This design comes from an exercise in tuning for small area, a short achievable clock period and few clock cycles per item on the open sky130 flow, not from production work.
Only simulation tests tie the RTL to the original design; equivalence was not proved.
In every run shown here, the design's own scripts or RTL, not TritonCTS, make the clock network.
No driver is modelled on the clock port, so clock power and skew are understated where the tree is cut down; a real chip needs a root buffer or a tree.
Power is estimated from default activity; no workload was simulated.

[design/flow/config.mk]
export PLATFORM = sky130hd
export DESIGN_NAME = fp_add
export DESIGN_NICKNAME = fp_add
export VERILOG_FILES = /design/flow/design.v
export SDC_FILE = /design/flow/constraint.sdc
export NUM_CORES = 8
export LEC_CHECK = 0
export CAP_MARGIN = 20
export CORE_MARGIN = 2
export CORE_UTILIZATION = 63
export SLEW_MARGIN = 20
[design/flow/constraint.sdc]
create_clock -name core_clock -period 10.0 [get_ports {clk}]
set_input_delay 2.0000 -clock core_clock [delete_from_list [all_inputs] [get_ports {clk}]]
set_output_delay 2.0000 -clock core_clock [all_outputs]
set_load 0.01 [all_outputs]
[design/flow/design.v]
module fp_add (
    input  [63:0] in_A,
    input  [63:0] in_B,
    input         clk,
    input         rst_n,
    input         in_valid,
    output [63:0] result,
    output        out_valid
);
integer k;
reg [6:0] v;
always @(posedge clk or negedge rst_n) begin
    if (!rst_n) v <= 7'd0;
    else        v <= {v[5:0], in_valid};
end
assign out_valid = v[6];
wire hA_i = |in_A[62:52], hB_i = |in_B[62:52];
reg [63:0] a0, b0;
reg        hA, hB;
always @(posedge clk) begin
    a0 <= {in_A[63:53], in_A[52] | ~hA_i, in_A[51:0]};
    b0 <= {in_B[63:53], in_B[52] | ~hB_i, in_B[51:0]};
    hA <= hA_i;
    hB <= hB_i;
end
wire        sA = a0[63], sB = b0[63];
wire [10:0] eA = a0[62:52], eB = b0[62:52];
wire [51:0] mA = a0[51:0],  mB = b0[51:0];
wire [52:0] fA = {hA, mA};
wire [52:0] fB = {hB, mB};
wire        infA = &eA, infB = &eB;
wire        nanA = infA & (|mA), nanB = infB & (|mB);
wire [11:0] dAB, dBA;
genvar sg, sl, si;
generate
    for (sg = 0; sg < 2; sg = sg + 1) begin : SUBS
        wire [10:0] u = sg ? eB : eA;
        wire [10:0] w = sg ? ~eA : ~eB;
        wire [11:0] sG [0:4];
        wire [11:0] sP [0:4];
        assign sG[0] = {u & w, 1'b1};
        assign sP[0] = {u ^ w, 1'b0};
        for (sl = 0; sl < 4; sl = sl + 1) begin : LV
            for (si = 0; si < 12; si = si + 1) begin : B
                if (si >= (1 << sl)) begin : C
                    assign sG[sl+1][si] = sG[sl][si] | (sP[sl][si] & sG[sl][si - (1 << sl)]);
                    assign sP[sl+1][si] = sP[sl][si] & sP[sl][si - (1 << sl)];
                end else begin : N
                    assign sG[sl+1][si] = sG[sl][si];
                    assign sP[sl+1][si] = sP[sl][si];
                end
            end
        end
        wire [11:0] r = {~sG[4][11], sP[0][11:1] ^ sG[4][10:0]};
        if (sg == 0) begin : AB
            assign dAB = r;
        end else begin : BA
            assign dBA = r;
        end
    end
endgenerate
wire        a_ge = ~dAB[11];                        
wire [6:0]  s7   = a_ge ? dAB[6:0] : dBA[6:0];    
wire        o64  = a_ge ? (|dAB[10:6]) : (|dBA[10:6]);
wire        o128 = a_ge ? (|dAB[10:7]) : (|dBA[10:7]);
wire        sub  = sA ^ sB;
reg  [52:0] fBig1, fSm1;
reg  [6:0]  sc1;
reg         o64_1, o128_1;
reg  [10:0] E1;
reg         sgn1, sub1, inf1, nan1;
always @(posedge clk) begin
    fBig1 <= a_ge ? fA : fB;
    fSm1  <= a_ge ? (fB ^ {53{sub}}) : (fA ^ {53{sub}});
    sc1   <= s7;
    o64_1 <= o64;
    o128_1 <= o128;
    E1    <= a_ge ? eA : eB;
    sgn1  <= a_ge ? sA : sB;
    sub1  <= sub;
    inf1  <= infA | infB;
    nan1  <= nanA | nanB | (infA & infB & (sA ^ sB));
end
wire [54:0] w0 = o64_1 ? {55{sub1}} : {fSm1, {2{sub1}}};
wire [54:0] w1 = sc1[5] ? {{32{sub1}}, w0[54:32]} : w0;
wire [54:0] w2 = sc1[4] ? {{16{sub1}}, w1[54:16]} : w1;
wire [54:0] w3 = sc1[3] ? {{8{sub1}},  w2[54:8]}  : w2;
wire [54:0] w4 = sc1[2] ? {{4{sub1}},  w3[54:4]}  : w3;
wire [54:0] w5 = sc1[1] ? {{2{sub1}},  w4[54:2]}  : w4;
wire [54:0] w6 = sc1[0] ? {sub1,       w5[54:1]}  : w5;
reg  [52:0] band;
always @(*) begin
    for (k = 0; k < 53; k = k + 1)
        band[k] = (sc1 >= k + 3) && ({1'b0, sc1} <= k + 53);
end
reg  [52:0] X2;
reg  [54:0] Y2;
reg         st2;
reg  [10:0] E2;
reg         sgn2, sub2, inf2, nan2;
always @(posedge clk) begin
    X2   <= fBig1;
    Y2   <= w6;
    st2  <= ~o128_1 & (|((fSm1 ^ {53{sub1}}) & band));
    E2   <= E1;
    sgn2 <= sgn1;
    sub2 <= sub1;
    inf2 <= inf1;
    nan2 <= nan1;
end
wire [55:0] opX = {X2, 3'b000};
wire [55:0] opY = {Y2, st2 ^ sub2};    
wire [56:0] ag = {opX & opY, sub2};
wire [56:0] ap = {opX ^ opY, 1'b0};
wire [56:0] aG [0:6];
wire [56:0] aP [0:6];
assign aG[0] = ag;
assign aP[0] = ap;
genvar al, ai;
generate
    for (al = 0; al < 6; al = al + 1) begin : ADL
        for (ai = 0; ai < 57; ai = ai + 1) begin : ADB
            if ((ai >> al) & 1) begin : C
                assign aG[al+1][ai] = aG[al][ai] | (aP[al][ai] & aG[al][((ai >> al) << al) - 1]);
                assign aP[al+1][ai] = aP[al][ai] & aP[al][((ai >> al) << al) - 1];
            end else begin : N
                assign aG[al+1][ai] = aG[al][ai];
                assign aP[al+1][ai] = aP[al][ai];
            end
        end
    end
endgenerate
wire [56:0] F   = {sub2 ^ aG[6][56], ap[56:1] ^ aG[6][55:0]};
reg  [56:0] F3;
reg  [10:0] E3;
reg         sgn3, sub3, inf3, nan3;
reg         neg3, hi3;     
always @(posedge clk) begin
    F3   <= F;
    neg3 <= sub2 & F[56];
    hi3  <= ~sub2 & F[56];
    E3   <= E2;
    sgn3 <= sgn2;
    sub3 <= sub2;
    inf3 <= inf2;
    nan3 <= nan2;
end
wire        neg  = neg3;
wire        hi   = hi3;
wire [52:0] frac = neg ? ~F3[55:3] : hi ? F3[56:4] : F3[55:3];
wire        gb   = hi ? F3[3] : F3[2];
wire        rb   = hi ? F3[2] : F3[1];
wire        sb   = hi ? (F3[1] | F3[0]) : F3[0];
wire        rnd  = neg | (gb & (rb | frac[0] | sb));
wire [52:0] pfx [0:6];
assign pfx[0] = frac;
genvar pl, pj;
generate
    for (pl = 0; pl < 6; pl = pl + 1) begin : PAL
        for (pj = 0; pj < 53; pj = pj + 1) begin : PAB
            if ((pj >> pl) & 1) begin : C
                assign pfx[pl+1][pj] = pfx[pl][pj] & pfx[pl][((pj >> pl) << pl) - 1];
            end else begin : N
                assign pfx[pl+1][pj] = pfx[pl][pj];
            end
        end
    end
endgenerate
wire [53:0] fr   = {rnd & pfx[6][52], frac ^ {{52{rnd}} & pfx[6][51:0], rnd}};
wire        ones = neg ? ~(|F3[55:3]) : hi ? (&F3[56:4]) : (&F3[55:3]);
wire        fr53 = rnd & ones;
wire [11:0] E3p0 = {1'b0, E3};
wire [11:0] E3p1 = {1'b0, E3} + 12'd1;
wire [11:0] E3p2 = {1'b0, E3} + 12'd2;
wire [11:0] exp0 = (hi & fr53) ? E3p2 : (hi | fr53) ? E3p1 : E3p0;
reg  [52:0] f4;
reg  [11:0] x4;
reg         sgn4, inf4, nan4;
always @(posedge clk) begin
    f4   <= {fr53 | fr[52], fr[51:0]};
    x4   <= exp0;
    sgn4 <= sgn3 ^ neg;
    inf4 <= inf3;
    nan4 <= nan3;
end
reg  [53:0] mark;
always @(*) begin
    for (k = 0; k < 54; k = k + 1)
        mark[k] = (x4 == 53 - k);
end
wire [63:0] lz_in = {({1'b0, f4} | mark), 10'h3ff};
wire [31:0] l1v; wire [31:0] l1c;
wire [15:0] l2v; wire [31:0] l2c;
wire [7:0]  l3v; wire [23:0] l3c;
wire [3:0]  l4v; wire [15:0] l4c;
wire [1:0]  l5v; wire [9:0]  l5c;
wire [5:0]  t;
genvar g;
generate
    for (g = 0; g < 32; g = g + 1) begin : L1
        assign l1v[g] = lz_in[2*g+1] | lz_in[2*g];
        assign l1c[g] = ~lz_in[2*g+1];
    end
    for (g = 0; g < 16; g = g + 1) begin : L2
        assign l2v[g] = l1v[2*g+1] | l1v[2*g];
        assign l2c[2*g+1:2*g] = l1v[2*g+1] ? {1'b0, l1c[2*g+1]} : {1'b1, l1c[2*g]};
    end
    for (g = 0; g < 8; g = g + 1) begin : L3
        assign l3v[g] = l2v[2*g+1] | l2v[2*g];
        assign l3c[3*g+2:3*g] = l2v[2*g+1] ? {1'b0, l2c[4*g+3:4*g+2]} : {1'b1, l2c[4*g+1:4*g]};
    end
    for (g = 0; g < 4; g = g + 1) begin : L4
        assign l4v[g] = l3v[2*g+1] | l3v[2*g];
        assign l4c[4*g+3:4*g] = l3v[2*g+1] ? {1'b0, l3c[6*g+5:6*g+3]} : {1'b1, l3c[6*g+2:6*g]};
    end
    for (g = 0; g < 2; g = g + 1) begin : L5
        assign l5v[g] = l4v[2*g+1] | l4v[2*g];
        assign l5c[5*g+4:5*g] = l4v[2*g+1] ? {1'b0, l4c[8*g+7:8*g+4]} : {1'b1, l4c[8*g+3:8*g]};
    end
endgenerate
assign t = l5v[1] ? {1'b0, l5c[9:5]} : {1'b1, l5c[4:0]};
wire ovf  = ((x4 == 12'd2047) & f4[52]) |
            ((x4 == 12'd2048) & (|f4[52:51])) |
            ((x4 == 12'd2049) & (|f4[52:50]));
wire zero = ~(|f4);
wire [11:0] x4p1   = x4 + 12'd1;
reg  [53:0] p5;
reg  [5:0]  t5;
reg  [11:0] x5;           
reg         sgn5, big5, nan5;
always @(posedge clk) begin
    p5   <= t[5] ? {f4[21:0], 32'd0} : {1'b0, f4};
    t5   <= t;
    x5   <= x4p1;
    sgn5 <= sgn4 & ~nan4 & (inf4 | ~zero);
    big5 <= inf4 | ovf;
    nan5 <= nan4;
end
wire [53:0] p6 = t5[4] ? {p5[37:0], 16'd0} : p5;
wire [53:0] p7 = t5[3] ? {p6[45:0], 8'd0}  : p6;
wire [53:0] p8 = t5[2] ? {p7[49:0], 4'd0}  : p7;
wire [53:0] p9 = t5[1] ? {p8[51:0], 2'd0}  : p8;
wire [53:0] pa = t5[0] ? {p9[52:0], 1'd0}  : p9;
wire        normal = pa[53];
wire [11:0] e1     = x5 - {6'd0, t5};
reg  [63:0] res;
always @(posedge clk) begin
    if (nan5)
        res <= {1'b0, 11'h7ff, 52'd1};
    else if (big5)
        res <= {sgn5, 11'h7ff, 52'd0};
    else
        res <= {sgn5, normal ? e1[10:0] : 11'd0, pa[52:1]};
end
assign result = res;
endmodule
[design/flow/flow/run.sh]
#!/bin/bash
set -euo pipefail
TREE=$PWD/flow/cts_tree.tcl
PORTS="BUFFER_PORTS_ARGS=-inputs -outputs -buffer_cell sky130_fd_sc_hd__buf_1"
MY_ABC_SCRIPT=$PWD/flow/map.abc bash standard.sh SYNTH_SCRIPT=$PWD/flow/my_synth.tcl synth > synth.log 2>&1
bash standard.sh SETUP_SLACK_MARGIN=7.15 floorplan > floorplan.log 2>&1
bash standard.sh SETUP_SLACK_MARGIN=7.15 "$PORTS" place > place.log 2>&1
bash standard.sh SETUP_SLACK_MARGIN=7.15 PRE_CTS_TCL=$TREE cts > cts.log 2>&1
for step in grt route finish; do
  bash standard.sh SETUP_SLACK_MARGIN=7.15 $step > $step.log 2>&1
done
[design/flow/flow/cts_tree.tcl]
proc my_clock_tree { {nleaf 20} {nroot 4} } {
  set db [ord::get_db]
  set block [ord::get_db_block]
  set master [$db findMaster sky130_fd_sc_hd__buf_16]
  set m8 [$db findMaster sky130_fd_sc_hd__buf_8]
  set m12 [$db findMaster sky130_fd_sc_hd__buf_12]
  set clk_net [$block findNet clk]
  set sinks {}
  foreach it [$clk_net getITerms] {
    set inst [$it getInst]
    set bb [$inst getBBox]
    lappend sinks [list $it [expr {([$bb xMin] + [$bb xMax]) / 2.0}] [expr {([$bb yMin] + [$bb yMax]) / 2.0}]]
  }
  set n [llength $sinks]
  # k-means: seed with sinks spread by sorted order
  set sorted [lsort -real -index 1 $sinks]
  set cx {}; set cy {}
  for {set k 0} {$k < $nleaf} {incr k} {
    set s [lindex $sorted [expr {int(($k + 0.5) * $n / $nleaf)}]]
    lappend cx [lindex $s 1]; lappend cy [lindex $s 2]
  }
  for {set iter 0} {$iter < 30} {incr iter} {
    set sx [lrepeat $nleaf 0.0]; set sy [lrepeat $nleaf 0.0]; set cnt [lrepeat $nleaf 0]
    set assign {}
    foreach s $sinks {
      set x [lindex $s 1]; set y [lindex $s 2]
      set best 0; set bd 1e30
      for {set k 0} {$k < $nleaf} {incr k} {
        set d [expr {abs($x - [lindex $cx $k]) + abs($y - [lindex $cy $k])}]
        if {$d < $bd} { set bd $d; set best $k }
      }
      lappend assign $best
      lset sx $best [expr {[lindex $sx $best] + $x}]
      lset sy $best [expr {[lindex $sy $best] + $y}]
      lset cnt $best [expr {[lindex $cnt $best] + 1}]
    }
    for {set k 0} {$k < $nleaf} {incr k} {
      if {[lindex $cnt $k] > 0} {
        lset cx $k [expr {[lindex $sx $k] / [lindex $cnt $k]}]
        lset cy $k [expr {[lindex $sy $k] / [lindex $cnt $k]}]
      }
    }
  }
  # roots: k-means of leaf centres into nroot groups
  set leaves {}
  for {set k 0} {$k < $nleaf} {incr k} { lappend leaves [list $k [lindex $cx $k] [lindex $cy $k]] }
  set lsorted [lsort -real -index 1 $leaves]
  set rx {}; set ry {}
  for {set r 0} {$r < $nroot} {incr r} {
    set s [lindex $lsorted [expr {int(($r + 0.5) * $nleaf / $nroot)}]]
    lappend rx [lindex $s 1]; lappend ry [lindex $s 2]
  }
  set rassign [lrepeat $nleaf 0]
  for {set iter 0} {$iter < 20} {incr iter} {
    set sx [lrepeat $nroot 0.0]; set sy [lrepeat $nroot 0.0]; set cnt [lrepeat $nroot 0]
    for {set k 0} {$k < $nleaf} {incr k} {
      set x [lindex $cx $k]; set y [lindex $cy $k]
      set best 0; set bd 1e30
      for {set r 0} {$r < $nroot} {incr r} {
        set d [expr {abs($x - [lindex $rx $r]) + abs($y - [lindex $ry $r])}]
        if {$d < $bd} { set bd $d; set best $r }
      }
      lset rassign $k $best
      lset sx $best [expr {[lindex $sx $best] + $x}]
      lset sy $best [expr {[lindex $sy $best] + $y}]
      lset cnt $best [expr {[lindex $cnt $best] + 1}]
    }
    for {set r 0} {$r < $nroot} {incr r} {
      if {[lindex $cnt $r] > 0} {
        lset rx $r [expr {[lindex $sx $r] / [lindex $cnt $r]}]
        lset ry $r [expr {[lindex $sy $r] / [lindex $cnt $r]}]
      }
    }
  }
  set w [$master getWidth]; set h [$master getHeight]
  # root buffers
  set rnets {}
  for {set r 0} {$r < $nroot} {incr r} {
    set inst [odb::dbInst_create $block $master "clkroot_$r"]
    set net [odb::dbNet_create $block "clkroot_net_$r"]
    $net setSigType CLOCK
    [$inst findITerm A] connect $clk_net
    [$inst findITerm X] connect $net
    $inst setLocation [expr {int([lindex $rx $r] - $w / 2)}] [expr {int([lindex $ry $r] - $h / 2)}]
    $inst setPlacementStatus PLACED
    lappend rnets $net
  }
  # leaf buffers
  set lcnt [lrepeat $nleaf 0]
  foreach a $assign { lset lcnt $a [expr {[lindex $lcnt $a] + 1}] }
  set lnets {}
  for {set k 0} {$k < $nleaf} {incr k} {
    set lm [expr {[lindex $lcnt $k] > 20 ? $m12 : $m8}]
    set inst [odb::dbInst_create $block $lm "clkleaf_$k"]
    set net [odb::dbNet_create $block "clkleaf_net_$k"]
    $net setSigType CLOCK
    [$inst findITerm A] connect [lindex $rnets [lindex $rassign $k]]
    [$inst findITerm X] connect $net
    $inst setLocation [expr {int([lindex $cx $k] - [$lm getWidth] / 2)}] [expr {int([lindex $cy $k] - [$lm getHeight] / 2)}]
    $inst setPlacementStatus PLACED
    lappend lnets $net
  }
  set i 0
  foreach s $sinks {
    set it [lindex $s 0]
    $it disconnect
    $it connect [lindex $lnets [lindex $assign $i]]
    incr i
  }
  $clk_net setSigType CLOCK
  set_propagated_clock [all_clocks]
  # leaf sizing for the flip-flop clock transition
  set order [list sky130_fd_sc_hd__buf_8 sky130_fd_sc_hd__buf_12 sky130_fd_sc_hd__buf_16]
  for {set pass 0} {$pass < 3} {incr pass} {
    estimate_parasitics -placement
    set changed 0
    for {set k 0} {$k < $nleaf} {incr k} {
      set inst [$block findInst "clkleaf_$k"]
      set worst 0
      foreach it [[lindex $lnets $k] getITerms] {
        if {[$it getIoType] eq "INPUT"} {
          set pin [get_pins [[$it getInst] getName]/[[$it getMTerm] getName]]
          foreach p {slew_max_rise slew_max_fall} {
            set v [get_property $pin $p]
            if {$v > $worst} { set worst $v }
          }
        }
      }
      set cur [[$inst getMaster] getName]
      set i [lsearch -exact $order $cur]
      if {$worst > 0.090 && $i >= 0 && $i < 2} {
        $inst swapMaster [$db findMaster [lindex $order [expr {$i + 1}]]]
        set changed 1
      }
    }
    if {!$changed} { break }
  }
  puts "my_clock_tree: $n sinks, $nleaf leaves, $nroot roots"
}

rename clock_tree_synthesis tritoncts_clock_tree_synthesis
proc clock_tree_synthesis { args } {
  my_clock_tree 48 4
}
[design/flow/flow/map.abc]
strash
dch
map -D 1800
topo
stime -c
buffer -c
upsize -c -D 1800
dnsize -c -D 1800
[design/flow/flow/my_synth.tcl]
# synth_recipe.tcl (the standard synthesis script) with one change: the
# final ABC technology mapping uses flow/map.abc, a delay-targeted mapping
# (map -D 1800) with buffering and sizing, instead of ORFS's abc_speed
# script. Registers, their names and cell types are untouched: ABC maps only
# the logic between them.
proc synth {args} { yosys synth -nofsm -noshare {*}$args }
proc abc {args} {
  set i [lsearch -exact $args -script]
  if {$i >= 0} { lset args [expr {$i + 1}] $::env(MY_ABC_SCRIPT) }
  yosys abc {*}$args
}
source $::env(SCRIPTS_DIR)/synth.tcl
# left out here: clear keep_hierarchy, flatten, clean up, hide names made inside functions, write 1_2_yosys.v
[design/flow/standard.sh]
#!/bin/bash
# synth_recipe.tcl (not shown) runs the flow's synth.tcl, then flattens the netlist and writes it again
# the make line also repeats each setting of config.mk as NAME=value (left out here)
make -C /OpenROAD-flow-scripts/flow DESIGN_CONFIG=/design/flow/config.mk WORK_HOME=/design/flow/orfs CLKGATE_MAP_FILE= SYNTH_SCRIPT=/design/flow/synth_recipe.tcl "${@:-finish}"
==> results.toml, run 1 <==
[critical_path]
cp_top_family = "flip-flops"
end_kind = "primary output"
cp_max_fo = 1
worst-setup-path-type = "register to primary output"
crit_path_top_delay_cell = "dfrtp_1"
cp.required_ps = 8000
critPathBufInv = 1
crit_chain = "clkbuf_2"
timing.critical_path.arrival_ps = 870
critPathLaunchType = "register"
worst_path_largest_cell_delay_ps = 370

[yosys]
synth_nets = 4385
synth_top_area_frac = 0.4212
synth_compound_area_frac = 0.1910
yosysTopAreaCell = "dfxtp_1"
ys_warn_count = 1
ys_seq_area_frac = 0.4267
synth_adder_area_share = 0.04058
synth_mux_area_frac = 0.01747
synth_area_leaders = "dfxtp_1 42%, nand2_1 9.2%, o21ai_0 8.8%, inv_1 5.1%, xor2_1 4.9%"
synth_area_mm2 = 0.03151
async_flop_share = 0.01045
synth_top_family_by_area = "compound AO/OA/AOI/OAI gates"
synth_edf_count = 0
synth_flop_cell = "dfxtp_1"
synth_area_per_cell_um2 = 7.583
synth_xor_area_frac = 0.05836
netlist_instances = 4156
yosys.area_share.simple = 0.1852
yosys.cell_types.count = 63
ys_seq_elements = 670

[detailed_routing]
routed_wl_um = 97290
drt-pass1-iter-count = 9
drc_errors = 0
wl_per_cell_um = 19.60
via_per_inst = 5.877
ant_nets = 0
vias = 29170
drt_iter0_drc = 2907

[pwr]
p_per_area_mw_per_mm2 = 309.2
max-vdd-ir-drop_v = 0.0001885
leakage_nw = 15.31

[final_layout]
drive_gt1_frac = 0.1003
fillers = 3877
design_area_mm2 = 0.03531
area_growth_pct = 12.03
fin_nets = 4530

[global_route]
track_usage = 0.3578
grt_start_max_net_pins = 80
grt_pass1_vias = 27180
grt_pass1_wl_um = 145300
antenna_found_initial = 3
overflow = 0

[clocking]
path_clk_slew_ps = 70
clock_latency_ps = 380
cts_hold_buffers = 0

[sta]
tightest_slew_ps = 981.6
fin_skew_ps = 82.29
period_share = 0.2872
rsz0062_at_grt = "true"
finalMaxSlewViolations = 0
finalHoldViolations = 0
finalSetupViolations = 0
fin_tns_setup_ps = 0
relSlewSlack = 0.3456
period_needed_ps = 2872
clock.fmax_mhz = 348.2

[status]
status = "finished clean"

[placement]
hpwl_um = 70600
placedInstanceArea_mm2 = 0.03253
place.gp.congestion = 1.028
io_buffers = 195

[worst_hold_path]
hold_path_class = "register to register"

[die]
num_io_pins = 196
die_w_um = 227.7
die_area_mm2 = 0.05183
start_util = 0.6411
rows = 81
core_mm2 = 0.04915
die_h_um = 227.7

[job]
drv_cap = 0
[routing by layer]
layer | wire length [um] | up-vias | global-route usage
met5 | 15 | - | 0
met4 | 6636 | 2 | 0.2117
met3 | 6863 | 347 | 0.04924
met2 | 46310 | 1384 | 0.6149
met1 | 37460 | 13350 | 0.4282
li1 | - | 14090 | -
[what timing repair did]
action / in CTS / in global routing
buffers inserted: 20 / 34
endpoints found under the setup margin: 369 / 281
pin swaps: 10 / 41
gates resized for setup: 127 / 218
gates cloned: 12 / 4
[flip-flops by register name, summed over array words and instances (netlist names), 53 cells and up]
name	cells
res	64
X2	53
F3	57
b0	64
f4	53
p5	54
fBig1	53
Y2	55
fSm1	53
a0	64
[where the power goes]
part	internal (mW)	total [mW]	switching, mW	leakage, nW
Sequential	3.53	4.19	0.656	5.67
Combinational	1.87	5.27	3.40	9.21
Clock	0.651	1.46	0.809	0.428
[path summary, 6_finish.rpt]
kind	start	to	slack, ps	depth (start not counted)
max reg2reg	neg3	f4[36]	7130	13
max in group asynchronous	rst_n	v[0]	8120	1
min	v[2]	v[3]	280	0
min in group asynchronous	rst_n	v[5]	1530	1
min reg2reg	v[2]	v[3]	280	0
max	v[6]	out_valid	7130	1
[kinds of logic (layout without fill, tap and decap cells)]
family	Yosys count	after routing
and+or+nand+nor	1380	1382
AOI/OAI and AO/OA	1079	1079
DFF	670	670
buffers and inverters	664	805
xor gates and xnor gates	210	210
adders and majority gates	98	98
muxes	55	55
other	0	1
[cell type report]
cell class / count / area (um^2) / share of cell area
multi-input cells: 2824 / 16250 / 0.4603
inverters: 456 / 1783 / 0.05050
diodes: 1 / 2.502 / 0.00007088
repair buffers: 294 / 2021 / 0.05724
flip-flops and latches: 670 / 13510 / 0.3828
repair inverters: 3 / 20.02 / 0.0005670
well taps: 664 / 830.8 / 0.02353
plain buffers: 52 / 883.3 / 0.02502
[placed cells by master (no fill, tap or decap), drive strengths merged, types with 52 or more instances in the layout]
cell    netlist  layout
nand3        97      99
o21ai       603     603
o211ai       63      63
a21oi       247     247
inv         451     449
nor2        321     321
dfxtp       663     663
nand2       775     775
nor3         54      54
xor2        176     176
buf          57     314
nor4         62      62
mux2i        55      55
nand4        52      52
ha           91      91
[metrics by stage]
step | std cells | worst slack (ps) | hold slack, ps | power [mW] | utilization
finish | 4964 | 7128 | 284.4 | 10.92 | 0.7183
CTS | 4925 | 7105 | 276.1 | 10.50 | 0.6972
global route | 4963 | 7017 | 283.9 | 11.67 | 0.7182
floorplan | 4156 | 7396 | 309.6 | 7.392 | -
global placement | 4841 | 6165 | 310.0 | 8.754 | 0.6619
detailed placement | 4841 | 5982 | 312.1 | 8.816 | 0.6619
[synth_stat cells (6+ instances only)]
library cell / count
o21a_1: 6
o2111ai_1: 21
nor3_1: 54
nand4_1: 52
o31ai_1: 10
nand2_1: 770
buf_1: 33
a32oi_1: 8
nand3_1: 96
nor4_1: 58
inv_1: 432
ha_1: 91
o21bai_1: 16
fa_1: 7
nor2_1: 312
a31oi_1: 38
o211ai_1: 63
o21ai_0: 555
xor2_1: 176
a211oi_1: 10
dfrtp_1: 7
mux2i_1: 55
o21ai_1: 47
buf_2: 19
clkbuf_1: 151
a221o_1: 6
xnor2_1: 34
inv_2: 19
a221oi_1: 10
a21oi_1: 247
dfxtp_1: 663
a22oi_1: 9
or2_2: 12
Testbench counts, summed over its fixed seeds: cycles 80,056, items 80,000.
==> run 2, diff against run 1 <==
==> design/flow/flow/map.abc (replaced) <==
strash
dch
map -D 2000
topo
stime -c
buffer -c
upsize -c -D 2000
dnsize -c -D 2000
--- a/design/flow/flow/my_synth.tcl
+++ b/design/flow/flow/my_synth.tcl
@@ -1,5 +1,5 @@
 # synth_recipe.tcl (the standard synthesis script) with one change: the
 # final ABC technology mapping uses flow/map.abc, a delay-targeted mapping
-# (map -D 1800) with buffering and sizing, instead of ORFS's abc_speed
+# (map -D 2000) with buffering and sizing, instead of ORFS's abc_speed
 # script. Registers, their names and cell types are untouched: ABC maps only
 # the logic between them.
==> run 2 against run 1 <==
Effect of this change: worst hold slack better by 20 ps; still clean on timing, DRC and antenna; synthesized area is 0.14% higher; clock power hardly changed; total power is 0.56% higher; utilization is 0.68 points lower; global-route usage is 1.1 points lower; die area is 0.14% higher.
==> results.toml, run 2 <==
[status]
status = "finished clean"

[yosys]
synth.most_common_cell = "nand2_1"
ys_warn_count = 1
yosys.cell_types.count = 60
ys_seq_area_frac = 0.4261
synth_area_mm2 = 0.03156
yosys-top-cells-count = "770 x nand2_1, 663 x dfxtp_1, 576 x o21ai_0"
netlist_instances = 4160
synth_edf_count = 0
synth_nets = 4389
synth_top_area_frac = 0.4206
ys_seq_elements = 670
yosysTopAreaCell = "dfxtp_1"
synth_flop_cell = "dfxtp_1"
async_flop_share = 0.01045
synth_area_per_cell_um2 = 7.586
synth_area_leaders = "dfxtp_1 42%, nand2_1 9.2%, o21ai_0 9.1%, inv_1 5.3%, xor2_1 5.0%"

[clocking]
clock_latency_ps = 390
cts_hold_buffers = 0
path_clk_slew_ps = 90

[sta]
period_needed_ps = 2980
fin_tns_setup_ps = 0
rsz0062_at_grt = "true"
whs_ps = 304.2
clock.fmax_mhz = 335.6
fin_skew_ps = 76.60
relSlewSlack = 0.3472
finalSetupViolations = 0
finalMaxSlewViolations = 0
finalHoldViolations = 0
period_share = 0.2980
tightest_slew_ps = 979.2

[global_route]
grt_pass1_vias = 26760
grt_pass1_wl_um = 144200
overflow = 0
antenna_found_initial = 2
track_usage = 0.3465
grt_start_max_net_pins = 67

[detailed_routing]
via_per_inst = 5.848
vias = 29100
routed_wl_um = 96650
drt-pass1-iter-count = 8
drt_iter0_drc = 2608
wl_per_cell_um = 19.43
drc_errors = 0
ant_nets = 0

[critical_path]
crit_path_frequent_cell = "inv_1"
cp.required_ps = 10270
worst_path_largest_cell_delay_ps = 330
cp_max_fo = 3
critPathLaunchType = "register"
timing.critical_path.arrival_ps = 3250
crit_path_top_delay_cell = "dfxtp_2"
crit_chain = "ha_4 > a21oi_2 > inv_1 > a21oi_2 > inv_1 > a21oi_2 > inv_1 > a311oi_2 > nor2_1 > a211oi_2 > inv_1 > nor2_2 > buf_6 > clkinvlp_4 > nand2_2 > nand2_2 > buf_4 > buf_6 > buf_4 > xor2_1"
reg2reg_depth = 20
critPathBufInv = 9
cp_top_family = "buffers and inverters"
timing.rr.start = "Y2[23]"
worst-setup-path-type = "register to register"
reg2reg_slack_ps = 7020
r2r_end = "F3[47]"
end_kind = "register"

[worst_hold_path]
whs_path_depth = 0
holdCritStartpoint = "E1[10]"
hold_path_class = "register to register"
hold_end = "E2[10]"

[job]
drv_cap = 0

[pwr]
p_int_mw = 6.090
p_clk_frac = 0.135
switchingPower_mw = 4.889
p_per_area_mw_per_mm2 = 310.1
comb_power_share = 0.482
swShare = 0.4453
leakage_nw = 15.40
power_frac_seq = 0.383
max-vdd-ir-drop_v = 0.0001803

[placement]
hpwl_um = 71010
place.gp.congestion = 1.033
io_buffers = 195

[final_layout]
top_regs = "a0 x64, b0 x64, res x64"
drive_gt1_frac = 0.09691
area_growth_pct = 12.18
antennaDiodeCount = 0
layout_commonest_cell = "nand2_1"
final_cell_mix = "758 x nand2_1, 628 x dfxtp_1, 554 x o21ai_0, 431 x inv_1, 273 x nor2_1"
fillers = 3965
fin_nets = 4534

[die]
start_util = 0.6342
rows = 82
die_h_um = 227.8
core_mm2 = 0.04976
die_w_um = 227.8
die_area_mm2 = 0.05190
num_io_pins = 196
==> run 2: changes by cell type in the layout (fill, tap and decap cells not counted), sizes merged, moves of 3 or more <==
cell | before | now
buf | 314 | 311
clkbuf | 27 | 31
nand3 | 99 | 103
nand4 | 52 | 56
nor2 | 321 | 316
nor4 | 62 | 58
o21a | 6 | 3
xor2 | 176 | 180
==> run 2: area by class of cell <==
class,instances,area [um^2],area share
Timing Repair inverter,1,5.005,0.0001414
Multi-Input combinational cell,2823,16280,0.4598
Sequential cell,670,13510,0.3815
Inverter,463,1812,0.05118
Timing Repair Buffer,294,2063,0.05828
Tap cell,672,840.8,0.02375
Buffer,52,895.9,0.02531
==> run 2: cells by family after synthesis <==
group	share of synthesized area
compound gates	0.1919
buf+inv	0.08144
simple gates	0.1844
mux	0.01681
xor+xnor	0.05884
flops	0.4261
fa+ha+maj	0.04052
==> run 2: layer usage <==
metal  track usage  up-vias  share of wire
met2        0.6140     1259           0.48
met3       0.03475      363          0.061
met5             0        -              0
met4        0.1986        0          0.072
met1        0.4092    13390           0.39
li1              -    14090              -
==> run 2: worst max-delay path by stage <==
stage | from | to | slack [ps] | depth (start not counted)
after floorplan | X2[21] | F3[32] | 7250 | 16
after global placement | a0[53] | fSm1[42] | 6240 | 10
after detailed placement | a0[53] | fSm1[38] | 6040 | 10
after CTS | X2[21] | F3[56] | 7070 | 20
after global routing | Y2[23] | F3[56] | 6860 | 20
final | Y2[23] | F3[47] | 7020 | 20
==> run 2: what timing repair did <==
action                     CTS  global route
buffers inserted            23            29
cloned                      10             5
gates resized for setup    133           226
pin swaps                   13            48
setup endpoints to repair  328           290
==> run 2: power by group through the flow <==
stage	clock network, mW	logic (mW)	registers [mW]
after CTS	1.50	4.88	4.15
after detailed placement	0	4.62	4.19
after global routing	1.60	5.84	4.25
final	1.48	5.29	4.21
after floorplan	0	3.42	3.96
after global placement	0	4.55	4.17
==> run 2: worst register-to-register path: stages (launching register included) <==
cell	delay, ps
dfxtp_2	330
ha_4	240
a21oi_2	160
inv_1	70
a21oi_2	150
inv_1	60
a21oi_2	160
inv_1	80
a311oi_2	270
nor2_1	100
a211oi_2	150
inv_1	80
nor2_2	140
buf_6	140
clkinvlp_4	140
nand2_2	90
nand2_2	60
buf_4	140
buf_6	100
buf_4	130
xor2_1	130
==> run 2: stage by stage <==
stage / power [mW] / setup slack, ps / util / std cells / area (um^2)
floorplan: 7.376 / 7248 / - / 4160 / 31560
global placement: 8.723 / 6239 / 0.6549 / 4856 / 32590
detailed placement: 8.808 / 6040 / 0.6549 / 4856 / 32590
CTS: 10.53 / 7069 / 0.6908 / 4941 / 34380
global route: 11.70 / 6860 / 0.7114 / 4975 / 35400
finish: 10.98 / 7020 / 0.7114 / 4975 / 35400
==> run 3, diff against run 2 <==
--- a/design/flow/flow/cts_tree.tcl
+++ b/design/flow/flow/cts_tree.tcl
@@ -1,2 +1,10 @@
+# Sourced by ORFS's cts.tcl (PRE_CTS_TCL) in place of TritonCTS: builds a
+# two-level clock tree. Four root buffers on the clock port each drive a
+# quarter of the leaf buffers (split by position); each leaf buffer sits at
+# the centre of a k-means cluster
+# of flip-flops and drives them. All flip-flops see the same two buffer
+# stages; the tree only shortens the clock's insertion delay. The roots are
+# buf_16; a leaf is buf_8, or buf_12 when it drives more than 20
+# flip-flops (plain buffers: faster than the clkbuf cells at these loads).
 proc my_clock_tree { {nleaf 20} {nroot 4} } {
   set db [ord::get_db]
@@ -46,29 +54,20 @@
   for {set k 0} {$k < $nleaf} {incr k} { lappend leaves [list $k [lindex $cx $k] [lindex $cy $k]] }
   set lsorted [lsort -real -index 1 $leaves]
+  # roots: split the leaves at the median x, then each half at its median
+  # y, into four equal groups; each root sits at its group's centre
+  set rassign [lrepeat $nleaf 0]
+  set byx [lsort -real -index 1 $leaves]
+  set half [expr {$nleaf / 2}]
+  set groups [list [lrange $byx 0 [expr {$half - 1}]] [lrange $byx $half end]]
+  set r 0
   set rx {}; set ry {}
-  for {set r 0} {$r < $nroot} {incr r} {
-    set s [lindex $lsorted [expr {int(($r + 0.5) * $nleaf / $nroot)}]]
-    lappend rx [lindex $s 1]; lappend ry [lindex $s 2]
-  }
-  set rassign [lrepeat $nleaf 0]
-  for {set iter 0} {$iter < 20} {incr iter} {
-    set sx [lrepeat $nroot 0.0]; set sy [lrepeat $nroot 0.0]; set cnt [lrepeat $nroot 0]
-    for {set k 0} {$k < $nleaf} {incr k} {
-      set x [lindex $cx $k]; set y [lindex $cy $k]
-      set best 0; set bd 1e30
-      for {set r 0} {$r < $nroot} {incr r} {
-        set d [expr {abs($x - [lindex $rx $r]) + abs($y - [lindex $ry $r])}]
-        if {$d < $bd} { set bd $d; set best $r }
-      }
-      lset rassign $k $best
-      lset sx $best [expr {[lindex $sx $best] + $x}]
-      lset sy $best [expr {[lindex $sy $best] + $y}]
-      lset cnt $best [expr {[lindex $cnt $best] + 1}]
-    }
-    for {set r 0} {$r < $nroot} {incr r} {
-      if {[lindex $cnt $r] > 0} {
-        lset rx $r [expr {[lindex $sx $r] / [lindex $cnt $r]}]
-        lset ry $r [expr {[lindex $sy $r] / [lindex $cnt $r]}]
-      }
+  foreach grp $groups {
+    set byy [lsort -real -index 2 $grp]
+    set hh [expr {[llength $byy] / 2}]
+    foreach sub [list [lrange $byy 0 [expr {$hh - 1}]] [lrange $byy $hh end]] {
+      set sx 0.0; set sy 0.0
+      foreach l $sub { lset rassign [lindex $l 0] $r; set sx [expr {$sx + [lindex $l 1]}]; set sy [expr {$sy + [lindex $l 2]}] }
+      lappend rx [expr {$sx / [llength $sub]}]; lappend ry [expr {$sy / [llength $sub]}]
+      incr r
     }
   }
@@ -109,31 +108,4 @@
   }
   $clk_net setSigType CLOCK
-  set_propagated_clock [all_clocks]
-  # leaf sizing for the flip-flop clock transition
-  set order [list sky130_fd_sc_hd__buf_8 sky130_fd_sc_hd__buf_12 sky130_fd_sc_hd__buf_16]
-  for {set pass 0} {$pass < 3} {incr pass} {
-    estimate_parasitics -placement
-    set changed 0
-    for {set k 0} {$k < $nleaf} {incr k} {
-      set inst [$block findInst "clkleaf_$k"]
-      set worst 0
-      foreach it [[lindex $lnets $k] getITerms] {
-        if {[$it getIoType] eq "INPUT"} {
-          set pin [get_pins [[$it getInst] getName]/[[$it getMTerm] getName]]
-          foreach p {slew_max_rise slew_max_fall} {
-            set v [get_property $pin $p]
-            if {$v > $worst} { set worst $v }
-          }
-        }
-      }
-      set cur [[$inst getMaster] getName]
-      set i [lsearch -exact $order $cur]
-      if {$worst > 0.090 && $i >= 0 && $i < 2} {
-        $inst swapMaster [$db findMaster [lindex $order [expr {$i + 1}]]]
-        set changed 1
-      }
-    }
-    if {!$changed} { break }
-  }
   puts "my_clock_tree: $n sinks, $nleaf leaves, $nroot roots"
 }
@@ -141,4 +113,4 @@
 rename clock_tree_synthesis tritoncts_clock_tree_synthesis
 proc clock_tree_synthesis { args } {
-  my_clock_tree 48 4
+  my_clock_tree 36 4
 }
==> design/flow/flow/map.abc (replaced) <==
strash
dch
map -D 1900
topo
stime -c
buffer -c
upsize -c -D 1900
dnsize -c -D 1900
--- a/design/flow/flow/my_synth.tcl
+++ b/design/flow/flow/my_synth.tcl
@@ -1,5 +1,5 @@
 # synth_recipe.tcl (the standard synthesis script) with one change: the
 # final ABC technology mapping uses flow/map.abc, a delay-targeted mapping
-# (map -D 2000) with buffering and sizing, instead of ORFS's abc_speed
+# (map -D 1900) with buffering and sizing, instead of ORFS's abc_speed
 # script. Registers, their names and cell types are untouched: ABC maps only
 # the logic between them.
==> run 3 against run 2 <==
Effect of this change: total power is 3.4% lower; synthesized cell count barely moved; synthesized area barely moved; combinational power fell by 4%; register-to-register slack better by 160 ps; flip-flop and latch count unchanged; first-iteration DRC count decreased by 1.1%; largest power group unchanged.
==> results.toml, run 3 <==
[sta]
period_share = 0.2822
fin_skew_ps = 54.77
fin_tns_setup_ps = 0
finalHoldViolations = 0
rsz0062_at_grt = "true"
clock.fmax_mhz = 354.4
finalSetupViolations = 0
period_needed_ps = 2822
relSlewSlack = 0.2573
tightest_slew_ps = 1104
finalMaxSlewViolations = 0

[critical_path]
cp_max_fo = 3
worst-setup-path-type = "register to register"
end_kind = "register"
critPathLaunchType = "register"
cp.required_ps = 10230
timing.critical_path.arrival_ps = 3050

[yosys]
synth_area_leaders = "dfxtp_1 42%, nand2_1 9.2%, o21ai_0 9.0%, inv_1 5.2%, xor2_1 5.0%"
netlist_instances = 4163
ys_warn_count = 1
synth_area_per_cell_um2 = 7.587
yosys-top-cells-count = "777 x nand2_1, 663 x dfxtp_1, 566 x o21ai_0"
synth_edf_count = 0
synth_top_area_frac = 0.4203
yosys.cell_types.count = 62
yosysTopAreaCell = "dfxtp_1"
ys_seq_elements = 670
synth_nets = 4392
ys_seq_area_frac = 0.4258
async_flop_share = 0.01045
synth_area_mm2 = 0.03158
synth.most_common_cell = "nand2_1"
synth_flop_cell = "dfxtp_1"

[global_route]
use_met3 = 0.03688
globalRouteMet1Util = 0.4124
grt_pass1_wl_um = 140700
use_met2 = 0.5829
grt_pass1_vias = 26200
top_usage_layer = "met2"
track_usage = 0.3356
grt_start_max_net_pins = 132
overflow = 0
antenna_found_initial = 2

[pwr]
power_mw = 10.61
max-vdd-ir-drop_v = 0.0001937
leakage_nw = 15.00
p_per_area_mw_per_mm2 = 304.1

[detailed_routing]
drc_errors = 0
drt-pass1-iter-count = 6
ant_nets = 0
routed_wl_um = 92970
via_per_inst = 5.790
vias = 28720
drt_iter0_drc = 2580
wl_per_cell_um = 18.74

[final_layout]
final_cell_mix = "764 x nand2_1, 637 x dfxtp_1, 551 x o21ai_0, 419 x inv_1, 272 x nor2_1"
antennaDiodeCount = 0
drive_gt1_frac = 0.08582
fillers = 4222
fin_nets = 4519
multiInputGateArea_mm2 = 0.01619
area_growth_pct = 10.45
top_regs = "a0 x64, b0 x64, res x64"
layout_commonest_cell = "nand2_1"
ff_latch_area_mm2 = 0.01350
fin_cells = 4960
design_area_mm2 = 0.03488
fin_util = 0.6996

[placement]
place.gp.congestion = 1.047
dp.cells = 4854
io_buffers = 195
hpwl_um = 69030
placedInstanceArea_mm2 = 0.03257

[job]
drv_cap = 0

[worst_hold_path]
hold_path_class = "register to register"

[status]
status = "finished clean"

[die]
start_util = 0.6334
die_area_mm2 = 0.05194
die_h_um = 227.9
die_w_um = 227.9
rows = 82
core_mm2 = 0.04986
num_io_pins = 196

[clocking]
cts_hold_buffers = 0
clock_latency_ps = 350
path_clk_slew_ps = 100
[run 3: cell types whose count changed in the layout (fill, tap and decap cells not counted), moves of 6 or more]
cell	change
buf_1	+25
buf_2	-18
nand2_1	+6
dfxtp_1	+9
dfxtp_2	-12
o21ai_1	+6
inv_1	-12
buf_8	-17
nor2_2	+7
[run 3: per-stage QoR]
stage	setup slack, ps	hold slack [ps]
CTS	7158	312.0
finish	7178	314.7
floorplan	7437	309.6
detailed placement	6037	312.1
global placement	6063	310.5
global route	6975	321.2
[run 3: power breakdown]
group	internal, mW	switching [mW]
logic	1.81	3.29
clock network	0.538	0.777
registers	3.53	0.668
[run 3: worst paths after layout]
kind,start,to,slack (ps),cells past startpoint
worst min-delay path,fBig1[1],X2[1],310,0
worst max register to register,X2[21],F3[56],7180,18
worst min register to register,fBig1[1],X2[1],310,0
min in group asynchronous,rst_n,v[3],1540,1
max in group asynchronous,rst_n,v[5],8190,1
worst max-delay path,X2[21],F3[56],7180,18
[run 3: repair_timing]
item	in CTS	in global routing
gates cloned	8	6
endpoints found under the setup margin	296	268
gates resized for setup	88	205
hold endpoints to repair	0	0
buffers inserted	19	33
pin swaps	7	35
[run 3: per-layer routing]
metal	up-vias	wire (um)
li1	14050	-
met1	13100	36690
met2	1247	43830
met3	327	6192
met4	2	6248
met5	-	13
[run 3: layout make-up]
cell class,count,area share
buffer,40,0.02037
inverter,458,0.05108
multi-input combinational,2829,0.4640
sequential,670,0.3871
tap,672,0.02410
timing repair buffer,286,0.05240
timing repair inverter,5,0.0009684
[run 3: worst max-delay path: stages, from the launching register on]
cell and delay, ps:
dfxtp_4 370, ha_4 220, a21oi_2 150, inv_1 70, a21oi_2 160, inv_1 70
a21oi_2 140, inv_2 60, a311oi_2 280, o21ai_1 120, nor2_1 120, buf_6 150
clkinvlp_4 140, nand2_2 100, nand2_2 60, nand4_1 90, nand2_2 100, ha_4 280
inv_2 20
[run 3: kinds of logic (layout without fill, tap and decap cells)]
group | count (synthesis) | in the layout | share of synthesized area
fa+ha+maj | 98 | 98 | 0.04049
buf+inv | 665 | 789 | 0.08145
xor+xnor | 212 | 212 | 0.05879
simple gates | 1387 | 1388 | 0.1852
compound gates | 1078 | 1078 | 0.1914
flops | 670 | 670 | 0.4258
mux | 53 | 53 | 0.01680
==> run 4, diff against run 3 <==
--- a/design/flow/flow/cts_tree.tcl
+++ b/design/flow/flow/cts_tree.tcl
@@ -113,4 +113,4 @@
 rename clock_tree_synthesis tritoncts_clock_tree_synthesis
 proc clock_tree_synthesis { args } {
-  my_clock_tree 36 4
+  my_clock_tree 38 4
 }
==> run 4 against run 3 <==
Effect of this change: utilization up 0.22 points; flip-flop and latch count unchanged; critical path depth down 17; worst hold slack better by 4.4 ps; total power up 1.1%; synthesized cell count unchanged; first-iteration DRC count up 0.23%; die area unchanged; final area up 0.32%; clock power about the same; cell count down 0.16%.
==> results.toml, run 4 <==
[status]
status = "finished clean"

[yosys]
synth_area_per_cell_um2 = 7.587
yosys.cell_types.count = 62
netlist_instances = 4163
async_flop_share = 0.01045
synth_nets = 4392
ys_warn_count = 1
ys_seq_area_frac = 0.4258
ys_seq_elements = 670
synth.most_common_cell = "nand2_1"
yosys-top-cells-count = "777 x nand2_1, 663 x dfxtp_1, 566 x o21ai_0"
synth_area_leaders = "dfxtp_1 42%, nand2_1 9.2%, o21ai_0 9.0%, inv_1 5.2%, xor2_1 5.0%"
synth_flop_cell = "dfxtp_1"
synth_top_area_frac = 0.4203
synth_edf_count = 0
yosysTopAreaCell = "dfxtp_1"
synth_area_mm2 = 0.03158

[final_layout]
top_regs = "a0 x64, b0 x64, res x64"
antennaDiodeCount = 0
final_cell_mix = "766 x nand2_1, 611 x dfxtp_1, 553 x o21ai_0, 422 x inv_1, 272 x nor2_1"
drive_gt1_frac = 0.09509
fillers = 4153
fin_cells = 4952
fin_nets = 4511
layout_commonest_cell = "nand2_1"
area_growth_pct = 10.80

[critical_path]
cp_top_family = "flip-flops"
reg2reg_depth = 17
critPathBufInv = 1
worst_path_largest_cell_delay_ps = 380
reg2reg_slack_ps = 7160
critPathLaunchType = "register"
crit_chain = "clkbuf_2"
cp_max_fo = 1
end_kind = "primary output"
worst-setup-path-type = "register to primary output"
crit_path_top_delay_cell = "dfrtp_1"
cp.required_ps = 8000
r2r_end = "F3[56]"
timing.critical_path.arrival_ps = 870
timing.rr.start = "X2[5]"

[die]
num_io_pins = 196
die_w_um = 227.9
rows = 82
die_area_mm2 = 0.05194
core_mm2 = 0.04986
die_h_um = 227.9
start_util = 0.6334

[placement]
io_buffers = 195
dp.cells = 4854
place.gp.congestion = 1.047
hpwl_um = 69030

[sta]
rsz0062_at_grt = "true"
finalMaxSlewViolations = 0
fin_skew_ps = 80.82
fin_tns_setup_ps = 0
finalSetupViolations = 0
relSlewSlack = 0.2357
finalHoldViolations = 0
clock.fmax_mhz = 348.8
period_share = 0.2867
period_needed_ps = 2867
tightest_slew_ps = 1136

[detailed_routing]
routed_wl_um = 93530
drc_errors = 0
drt-pass1-iter-count = 6
ant_nets = 0
wl_per_cell_um = 18.89
drt_iter0_drc = 2586
vias = 28730
via_per_inst = 5.801

[pwr]
power_mw = 10.73
max-vdd-ir-drop_v = 0.0001802
p_per_area_mw_per_mm2 = 306.5
leakage_nw = 15.08

[global_route]
grt_start_max_net_pins = 67
globalRouteMet1Util = 0.4118
grt_pass1_vias = 26350
grt_pass1_wl_um = 141400
use_met3 = 0.04075
use_met2 = 0.5848
overflow = 0
track_usage = 0.3379
antenna_found_initial = 2
top_usage_layer = "met2"

[worst_hold_path]
hold_end = "X2[14]"
whs_path_depth = 0
holdCritStartpoint = "fBig1[14]"
hold_path_class = "register to register"

[job]
drv_cap = 0

[clocking]
clock_latency_ps = 370
path_clk_slew_ps = 120
## run 4: changes by cell type in the layout (fill, tap and decap cells not counted), sizes merged
cell / previous run / this run
clkbuf: 30 / 37
clkinvlp: 12 / 10
bufbuf: 1 / 2
inv: 447 / 449
buf: 295 / 279
## run 4: worst max-delay path by stage
stage                       from        end  slack, ps  cells after the start
after global placement    sc1[4]        st2       6060                     12
final                       v[6]  out_valid       7130                      1
after detailed placement  a0[53]   fSm1[34]       6040                     10
after global routing      X2[13]     F3[56]       7010                     20
after floorplan           a0[53]   fSm1[52]       7440                     11
after CTS                 X2[13]     F3[32]       7160                     17
## run 4: layout make-up
type                    instances  area (um^2)  share of cell area
plain buffers                  42        730.7             0.02088
inverters                     458         1769             0.05056
flip-flops and latches        670        13540              0.3868
well taps                     672        840.8             0.02403
multi-input cells            2829        16180              0.4624
repair inverters                5        31.28           0.0008939
repair buffers                276         1904             0.05442
## run 4: layer usage
metal | wire length, um | vias to the layer above
met4 | 6258 | 2
met5 | 13 | -
li1 | - | 14050
met1 | 36700 | 13140
met2 | 44250 | 1194
met3 | 6311 | 340
## run 4: cells by family (layout without fill, tap and decap cells)
logic type / after synthesis / count (layout) / synth area share
DFF: 670 / 670 / 0.4258
muxes: 53 / 53 / 0.01680
adders and majority gates: 98 / 98 / 0.04049
AOI/OAI and AO/OA: 1078 / 1078 / 0.1914
xor gates and xnor gates: 212 / 212 / 0.05879
and+or+nand+nor: 1387 / 1388 / 0.1852
buffers and inverters: 665 / 781 / 0.08145
## run 4: report_power, final
part | switching [mW] | internal [mW] | total [mW] | leakage (nW)
registers | 0.682 | 3.54 | 4.22 | 5.67
clock network | 0.781 | 0.548 | 1.33 | 0.352
logic | 3.30 | 1.87 | 5.17 | 9.05
## run 4: what timing repair did
item	CTS	global route
endpoints found under the setup margin	299	262
gates resized for setup	87	286
pin swaps	7	30
cloned	9	6
buffers inserted	22	19
hold buffers	0	0
## run 4: metrics by stage
step / hold slack, ps / cell area [um^2] / setup slack (ps) / util
final: 319.1 / 34990 / 7133 / 0.7018
after global routing: 312.3 / 34990 / 7014 / 0.7018
after CTS: 312.0 / 33930 / 7157 / 0.6804
after detailed placement: 312.1 / 32570 / 6037 / 0.6531
after global placement: 310.5 / 32570 / 6063 / 0.6531
after floorplan: 309.6 / 31580 / 7437 / -
==> run 5, diff against run 4 <==
--- a/design/flow/flow/cts_tree.tcl
+++ b/design/flow/flow/cts_tree.tcl
@@ -113,4 +113,4 @@
 rename clock_tree_synthesis tritoncts_clock_tree_synthesis
 proc clock_tree_synthesis { args } {
-  my_clock_tree 38 4
+  my_clock_tree 40 4
 }
==> run 5 against run 4 <==
Effect of this change: register-to-register slack improved by 50 ps; still clean on timing, DRC and antenna; global-route usage shrank 0.079 points; clock power barely moved; synthesized area unchanged; utilization shrank 0.27 points; total power shrank 0.74%; maximum frequency grew 1.1%; final area shrank 0.38%; critical endpoint unchanged; worst hold slack lost 5.1 ps.
==> results.toml, run 5 <==
[yosys]
yosys.cell_types.count = 62
synth_edf_count = 0
synth.most_common_cell = "nand2_1"
synth_area_leaders = "dfxtp_1 42%, nand2_1 9.2%, o21ai_0 9.0%, inv_1 5.2%, xor2_1 5.0%"
async_flop_share = 0.01045
synth_flop_cell = "dfxtp_1"
yosysTopAreaCell = "dfxtp_1"
synth_area_mm2 = 0.03158
netlist_instances = 4163
synth_top_area_frac = 0.4203
ys_seq_elements = 670
ys_seq_area_frac = 0.4258
synth_area_per_cell_um2 = 7.587
synth_nets = 4392
yosys-top-cells-count = "777 x nand2_1, 663 x dfxtp_1, 566 x o21ai_0"
ys_warn_count = 1

[global_route]
overflow = 0
grt_pass1_wl_um = 141400
grt_pass1_vias = 26260
antenna_found_initial = 2
grt_start_max_net_pins = 132
track_usage = 0.3371

[critical_path]
worst_path_largest_cell_delay_ps = 370
critPathLaunchType = "register"
timing.critical_path.arrival_ps = 840
crit_cells = 1
reg2reg_depth = 20
crit_path_top_delay_cell = "dfrtp_1"
cp_max_fo = 1
cp.required_ps = 8000
end_kind = "primary output"
cp_top_family = "flip-flops"
critPathBufInv = 1
crit_chain = "clkbuf_2"
worst-setup-path-type = "register to primary output"

[sta]
rsz0062_at_grt = "true"
fin_tns_setup_ps = 0
finalMaxSlewViolations = 0
clock.fmax_mhz = 352.5
finalSetupViolations = 0
relSlewSlack = 0.2687
period_needed_ps = 2837
whs_ps = 314.0
period_share = 0.2837
fin_skew_ps = 74.90
tightest_slew_ps = 1087
finalHoldViolations = 0

[pwr]
p_int_mw = 5.900
max-vdd-ir-drop_v = 0.0001868
power_mw = 10.65
switchingPower_mw = 4.746
p_per_area_mw_per_mm2 = 305.4
swShare = 0.4458
leakage_nw = 15.01
p_clk_frac = 0.127
power_frac_seq = 0.395
comb_power_share = 0.478

[placement]
io_buffers = 195
hpwl_um = 69030
place.gp.congestion = 1.047

[worst_hold_path]
whs_path_depth = 0
hold_path_class = "register to register"

[final_layout]
layout_commonest_cell = "nand2_1"
fillers = 4185
area_growth_pct = 10.38
top_regs = "a0 x64, b0 x64, res x64"
fin_nets = 4511
antennaDiodeCount = 0
final_cell_mix = "765 x nand2_1, 634 x dfxtp_1, 549 x o21ai_0, 418 x inv_1, 272 x nor2_1"
drive_gt1_frac = 0.08785

[clocking]
clock_latency_ps = 370
path_clk_slew_ps = 100

[detailed_routing]
routed_wl_um = 93090
drt_iter0_drc = 2493
wl_per_cell_um = 18.80
drc_errors = 0
drt-pass1-iter-count = 6
vias = 28630
ant_nets = 0
via_per_inst = 5.781

[job]
drv_cap = 0

[die]
die_h_um = 227.9
die_area_mm2 = 0.05194
core_mm2 = 0.04986
num_io_pins = 196
die_w_um = 227.9
rows = 82
start_util = 0.6334

[status]
status = "finished clean"
[run 5: cell type report]
class                   count  area, um^2  area share
inverters                 458        1782     0.05111
multi-input cells        2829       16160      0.4635
plain buffers              44       750.7     0.02154
well taps                 672       840.8     0.02412
repair buffers            274        1784     0.05118
repair inverters            5       33.78   0.0009691
flip-flops and latches    670       13510      0.3875
[run 5: layer usage]
layer  vias up  routed length, um  part of all wire  GRT usage
met5         -                 13           0.00014          0
met4         2               6076             0.065     0.1710
met3       321               5854             0.063    0.03675
met2      1159              44080              0.47     0.5885
met1     13100              37060              0.40     0.4130
li1      14040                  -                 -          -
[run 5: repair_timing]
action                                  CTS  global route
hold buffers                              0             0
pin swaps                                 9            31
cloned                                    8             6
endpoints found under the setup margin  295           281
gates resized for setup                  90           228
buffers inserted                         19            21
[run 5: cell families (layout without fill, tap and decap cells)]
| group | Yosys count | count (layout) | share of synthesized area |
|---|---|---|---|
| flops | 670 | 670 | 0.4258 |
| mux | 53 | 53 | 0.01680 |
| fa+ha+maj | 98 | 98 | 0.04049 |
| buf+inv | 665 | 781 | 0.08145 |
| compound gates | 1078 | 1078 | 0.1914 |
| xor+xnor | 212 | 212 | 0.05879 |
| simple gates | 1387 | 1388 | 0.1852 |
[run 5: final timing paths]
kind,from,to,slack [ps]
hold reg to reg,E1[9],E2[9],310
setup reg to reg,X2[13],F3[56],7210
min in group asynchronous,rst_n,v[4],1520
max in group asynchronous,rst_n,v[6],8210
setup / recovery,v[6],out_valid,7160
hold / removal,E1[9],E2[9],310
[run 5: stage by stage]
step,instance area (um^2),utilization,worst slack [ps],cells
floorplan,31580,-,7437,4163
global placement,32570,0.6531,6063,4854
detailed placement,32570,0.6531,6037,4854
CTS,33910,0.6801,7157,4925
global route,34860,0.6991,7047,4952
finish,34860,0.6991,7163,4952
[run 5: power groups by stage]
stage / Clock, mW / Combinational (mW) / Sequential (mW)
2_1_floorplan: 0 / 3.43 / 3.96
3_3_place_gp: 0 / 4.53 / 4.20
3_5_place_dp: 0 / 4.58 / 4.21
4_1_cts: 1.08 / 4.75 / 4.22
5_1_grt: 1.48 / 5.68 / 4.26
6_report: 1.35 / 5.09 / 4.20

separate check: timing with driven ports:
Ports are ideal in the flow. The routed layouts listed here were re-timed in OpenROAD.
Step 1 assumes that a clkbuf_16 drives the clock port and a buf_2 every other input.
Step 2 times the ports against the registers' clock, not the clock port: input delays grow and output delays shrink by t, the midpoint of the rising clock arrivals with the driver on.
a / b / c = ideal / step 1 / step 2; a / b = the first two.
run	t (ns)	slack for setup (ns)	worst hold slack (ns)
run 1	0.491	7.128 / 6.979 / 7.132	0.284 / 0.284 / 0.284
run 2	0.493	7.020 / 7.000 / 7.020	0.304 / 0.304 / 0.304
run 3	0.468	7.178 / 7.031 / 7.178	0.315 / 0.315 / 0.315
run 4	0.480	7.133 / 6.984 / 7.157	0.319 / 0.319 / 0.319
run 5	0.489	7.163 / 7.011 / 7.170	0.314 / 0.314 / 0.314
After both steps setup and hold are still met in every run listed.
